What follows belongs to an exercise in optimizing a design on an open flow for small area; a production flow would make more cautious choices. Function was checked by simulation only, so behaviour that the tests miss may differ from the original. Power figures rest on the tool's default switching activity, not on a simulated workload.

## red
==> flow/design.v <==
module parking (clk, rst, car_entered, car_exited, is_uni_car_entered, is_uni_car_exited,
 uni_parked_car, parked_car, uni_vacated_space, vacated_space, uni_is_vacated_space, is_vacated_space, t
);
    input clk, rst, car_entered, car_exited, is_uni_car_entered, is_uni_car_exited;
    output [9:0] uni_parked_car, parked_car, uni_vacated_space, vacated_space;
    output uni_is_vacated_space, is_vacated_space;
    output [4:0] t;
    genvar i;
    reg [4:0] hr;
    reg [8:0] p, up;
    assign t = hr;
    assign parked_car = {1'b0, p};
    assign uni_parked_car = {1'b0, up};
    reg [9:0] cap, ucap;
    always @* begin
        case (hr)
            5'd9, 5'd10, 5'd11, 5'd12, 5'd13: cap = 10'd200;
            5'd14: cap = 10'd250;
            5'd15: cap = 10'd300;
            5'd16: cap = 10'd350;
            default: cap = 10'd500;
        endcase
        ucap = 10'd700 - cap;
    end
    wire [9:0] pz = {1'b0, p}, upz = {1'b0, up};
    wire [10:0] b, ub;
    assign b[0] = 1'b0;
    assign ub[0] = 1'b0;
    generate
        for (i = 0; i < 10; i = i + 1) begin : sub
            assign vacated_space[i] = cap[i] ^ pz[i] ^ b[i];
            assign b[i+1] = (~cap[i] & pz[i]) | (~(cap[i] ^ pz[i]) & b[i]);
            assign uni_vacated_space[i] = ucap[i] ^ upz[i] ^ ub[i];
            assign ub[i+1] = (~ucap[i] & upz[i]) | (~(ucap[i] ^ upz[i]) & ub[i]);
        end
    endgenerate
    localparam [9:0] K = 10'd324;
    wire [9:0] cs_s = pz ^ upz ^ K;
    wire [9:0] cs_c = (pz & upz) | ((pz | upz) & K);
    wire [10:0] fc;
    assign fc[0] = 1'b0;
    generate
        for (i = 0; i < 10; i = i + 1) begin : fcmp
            if (i == 0) begin : b0
                assign fc[1] = 1'b0;
            end else begin : bi
                assign fc[i+1] = (cs_s[i] & cs_c[i-1]) | ((cs_s[i] | cs_c[i-1]) & fc[i]);
            end
        end
    endgenerate
    wire full = fc[10] | cs_c[9];
    wire u500 = up[8] & up[7] & up[6] & up[5] & up[4] & up[2];
    assign uni_is_vacated_space = ~u500 & ~full;
    assign is_vacated_space = lt_now & ~full;
    wire lt200 = ~p[8] & ~(p[7] & p[6] & (p[5] | p[4] | p[3]));
    wire lt250 = ~p[8] & ~(p[7] & p[6] & p[5] & p[4] & p[3] & (p[2] | p[1]));
    wire lt300 = ~p[8] | (~p[7] & ~p[6] & ~(p[5] & (p[4] | (p[3] & p[2]))));
    wire lt350 = ~p[8] | (~p[7] & ~(p[6] & (p[5] | (p[4] & p[3] & p[2] & p[1]))));
    wire lt500 = ~(p[8] & p[7] & p[6] & p[5] & p[4] & p[2]);
    reg lt_now, lt_next;
    always @* begin
        case (hr)
            5'd9, 5'd10, 5'd11, 5'd12, 5'd13: lt_now = lt200;
            5'd14: lt_now = lt250;
            5'd15: lt_now = lt300;
            5'd16: lt_now = lt350;
            default: lt_now = lt500;
        endcase
        case (hr)
            5'd8, 5'd9, 5'd10, 5'd11, 5'd12: lt_next = lt200;
            5'd13: lt_next = lt250;
            5'd14: lt_next = lt300;
            5'd15: lt_next = lt350;
            default: lt_next = lt500;
        endcase
    end
    wire p_zero = (p == 9'd0);
    wire u_zero = (up == 9'd0);
    wire p_dec = car_exited & ~is_uni_car_exited & ~p_zero;
    wire u_dec = car_exited & is_uni_car_exited & ~u_zero;
    wire idle = ~p_dec & ~u_dec;
    wire p_inc = idle & car_entered & ~is_uni_car_entered & ~full & lt_next;
    wire u_inc = idle & car_entered & is_uni_car_entered & ~full & ~u500;
    wire [9:0] pa, pd, ua, ud;
    assign pa[0] = p_inc;
    assign pd[0] = p_dec;
    assign ua[0] = u_inc;
    assign ud[0] = u_dec;
    generate
        for (i = 0; i < 9; i = i + 1) begin : cnt
            assign pa[i+1] = pa[i] & p[i];
            assign pd[i+1] = pd[i] & ~p[i];
            assign ua[i+1] = ua[i] & up[i];
            assign ud[i+1] = ud[i] & ~up[i];
        end
    endgenerate
    wire [8:0] p_nx = p ^ (pa[8:0] | pd[8:0]);
    wire [8:0] u_nx = up ^ (ua[8:0] | ud[8:0]);
    wire c8 = &hr[2:0];
    wire [4:0] hr_nx = {c8 ? hr[3] : hr[4], c8 ? ~(hr[3] | hr[4]) : hr[3],
                        hr[2] ^ (hr[1] & hr[0]), hr[1] ^ hr[0], ~hr[0]};
    always @(posedge clk or posedge rst) begin
        if (rst) begin
            hr <= 5'd9;
            p <= 9'd0;
            up <= 9'd0;
        end else begin
            hr <= hr_nx;
            p <= p_nx;
            up <= u_nx;
        end
    end
endmodule
Settings: LEC_CHECK=0, CAP_MARGIN=20, CORE_MARGIN=2, CORE_UTILIZATION=40, SLEW_MARGIN=20; clock period 7.0 ns.
standard.sh (not shown) runs the stock make flow with config.mk's settings and CLKGATE_MAP_FILE= SYNTH_SCRIPT=/design/flow/synth_recipe.tcl, a recipe that flattens the netlist after the stock synthesis.
==> flow/flow/run.sh <==
#!/bin/bash
# Own layout flow: the standard synthesis, then its combinational logic
# re-mapped for area by ABC (flip-flops untouched), then the standard ORFS
# layout with minimum-size port buffers.
set -euo pipefail
W=$PWD
F=$W/flow
RES=$W/orfs/results/$FLOW_PLATFORM/parking/base
LIB=$FLOW_HOME/platforms/$FLOW_PLATFORM/lib/sky130_fd_sc_hd__tt_025C_1v80.lib
YOSYS=$FLOW_HOME/../tools/install/yosys/bin/yosys
[[ -x $YOSYS ]] || YOSYS=yosys

bash standard.sh synth > $W/1_synth_standard.log 2>&1
cp $RES/1_2_yosys.v $W/standard_synth.v

# ABC's deepsyn is run from a few random seeds in parallel; the smallest
# result is kept.
for S in 1 2 3 4 5 6 7 8; do
  sed "s/@SEED@/$S/" $F/reopt.abc > $W/reopt_$S.abc
  sed -e "s#@LIB@#$LIB#g" -e "s#@IN@#$W/standard_synth.v#g" -e "s#@TOP@#$FLOW_TOP#g" \
      -e "s#@ABC@#$W/reopt_$S.abc#g" -e "s#@OUT@#$W/reopt_$S.v#g" $F/reopt.ys > $W/reopt_$S.ys
  $YOSYS -s $W/reopt_$S.ys > $W/1_reopt_yosys_$S.log 2>&1 &
  (( S % 4 )) || wait
done
wait
best=; best_area=
for S in 1 2 3 4 5 6 7 8; do
  a=$(grep "Chip area" $W/1_reopt_yosys_$S.log | tail -1 | awk '{print $NF}')
  [[ -n $a && -s $W/reopt_$S.v ]] || continue
  if [[ -z $best ]] || awk -v a=$a -v b=$best_area 'BEGIN{exit !(a<b)}'; then best=$S; best_area=$a; fi
done
[[ -n $best ]]
echo "seed $best area $best_area" > $W/reopt_choice.txt
cp $W/reopt_$best.v $W/reopt.v

cp $W/reopt.v $RES/1_2_yosys.v
rm -f $RES/1_synth.odb $RES/1_synth.sdc
bash standard.sh "BUFFER_PORTS_ARGS=-buffer_cell sky130_fd_sc_hd__buf_1" finish > $W/2_layout.log 2>&1
==> flow/flow/reopt.abc <==
&get -n
&st
&deepsyn -J 100 -T 300 -S @SEED@
&put
dch -f
amap -m -F 50 -A 100 -C 1000
topo
==> flow/flow/reopt.ys <==
# Re-maps the combinational logic of the standard synthesis netlist for area.
# The flip-flop cells (and their instance names) are kept as they are.
read_liberty -ignore_miss_func @LIB@
blackbox sky130_fd_sc_hd__df* sky130_fd_sc_hd__sdf* sky130_fd_sc_hd__edf* sky130_fd_sc_hd__dl* sky130_fd_sc_hd__sedf* sky130_fd_sc_hd__conb*
read_verilog @IN@
hierarchy -top @TOP@
flatten
opt_clean -purge
stat -liberty @LIB@
abc -liberty @LIB@ -dont_use *probe* -dont_use *lpflow* -script @ABC@
opt_clean -purge
setundef -zero
hilomap -singleton -hicell sky130_fd_sc_hd__conb_1 HI -locell sky130_fd_sc_hd__conb_1 LO
splitnets
opt_clean -purge
stat -liberty @LIB@
read_liberty -lib -ignore_miss_func @LIB@
check -assert
write_verilog -noattr -noexpr -nohex -nodec @OUT@
Input-level comparison between blue and red:
--- a/flow/design.v
+++ b/flow/design.v
@@ -50,29 +50,21 @@
     endgenerate
     wire full = fc[10] | cs_c[9];
     wire u500 = up[8] & up[7] & up[6] & up[5] & up[4] & up[2];
     assign uni_is_vacated_space = ~u500 & ~full;
+    wire lt_now = ~vacated_space[9] & (|vacated_space[8:0]);
     assign is_vacated_space = lt_now & ~full;
-    wire lt200 = ~p[8] & ~(p[7] & p[6] & (p[5] | p[4] | p[3]));
-    wire lt250 = ~p[8] & ~(p[7] & p[6] & p[5] & p[4] & p[3] & (p[2] | p[1]));
-    wire lt300 = ~p[8] | (~p[7] & ~p[6] & ~(p[5] & (p[4] | (p[3] & p[2]))));
-    wire lt350 = ~p[8] | (~p[7] & ~(p[6] & (p[5] | (p[4] & p[3] & p[2] & p[1]))));
-    wire lt500 = ~(p[8] & p[7] & p[6] & p[5] & p[4] & p[2]);
-    reg lt_now, lt_next;
+    wire [9:0] v = vacated_space;
+    wire v_gt_m50 = ~v[9] | (v >= 10'd975);      
+    wire v_gt_m150 = ~v[9] | (v >= 10'd875);     
+    wire v_gt_300 = ~v[9] & (v > 10'd300);
+    reg lt_next;
     always @* begin
         case (hr)
-            5'd9, 5'd10, 5'd11, 5'd12, 5'd13: lt_now = lt200;
-            5'd14: lt_now = lt250;
-            5'd15: lt_now = lt300;
-            5'd16: lt_now = lt350;
-            default: lt_now = lt500;
-        endcase
-        case (hr)
-            5'd8, 5'd9, 5'd10, 5'd11, 5'd12: lt_next = lt200;
-            5'd13: lt_next = lt250;
-            5'd14: lt_next = lt300;
-            5'd15: lt_next = lt350;
-            default: lt_next = lt500;
+            5'd8: lt_next = v_gt_300;
+            5'd13, 5'd14, 5'd15: lt_next = v_gt_m50;
+            5'd16: lt_next = v_gt_m150;
+            default: lt_next = lt_now;
         endcase
     end
     wire p_zero = (p == 9'd0);
     wire u_zero = (up == 9'd0);
[summary]
[blue vs red] maximum frequency: lower in blue
Compared with red, blue shows a higher utilization.
blue against red: switching component of the power higher, worst-case hold slack higher, initial standard-cell utilization of the core roughly the same.
In blue relative to red, total cell area at the placement stage had gone up slightly.
Between blue and red, the area of the mapped netlist is lower for red.
Maximum buffer depth of the clock tree: red vs blue identical
In the flow results for blue and red, the count of cells along the worst register-to-register path is larger on blue.
Cell count across blue and red: no real change.
The run with more routed wire is red, not blue.
Multi-input gate count: blue vs red down about 3.3%

==> separate check: timing with driven ports <==
In the flow no input, the clock included, has a driving cell. The finished layouts below were timed again as built, in two steps.
Step 1 sets driving cells, clkbuf_16 on the clock port and buf_2 on the other inputs (assumed; they add their load-dependent delay and slew).
Step 2 times the ports against the registers' clock, not the clock port: input delays grow and output delays shrink by t, the midpoint of the rising clock arrivals with the driver on.
a / b / c = no drivers / after step 1 / after step 2; a / b = the first two.
run	t (ns)	slack for setup (ns)	hold WS [ns]	slew at the worst register clock pin (ns)	pins driven straight from the clock port
red	0.295	0.978 / 0.951 / 1.247	0.491 / 0.491 / 0.491	0.09 / 0.09	1
blue	0.297	0.861 / 0.834 / 1.012	0.498 / 0.498 / 0.498	0.09 / 0.09	1
After both steps every run listed still meets setup and hold.
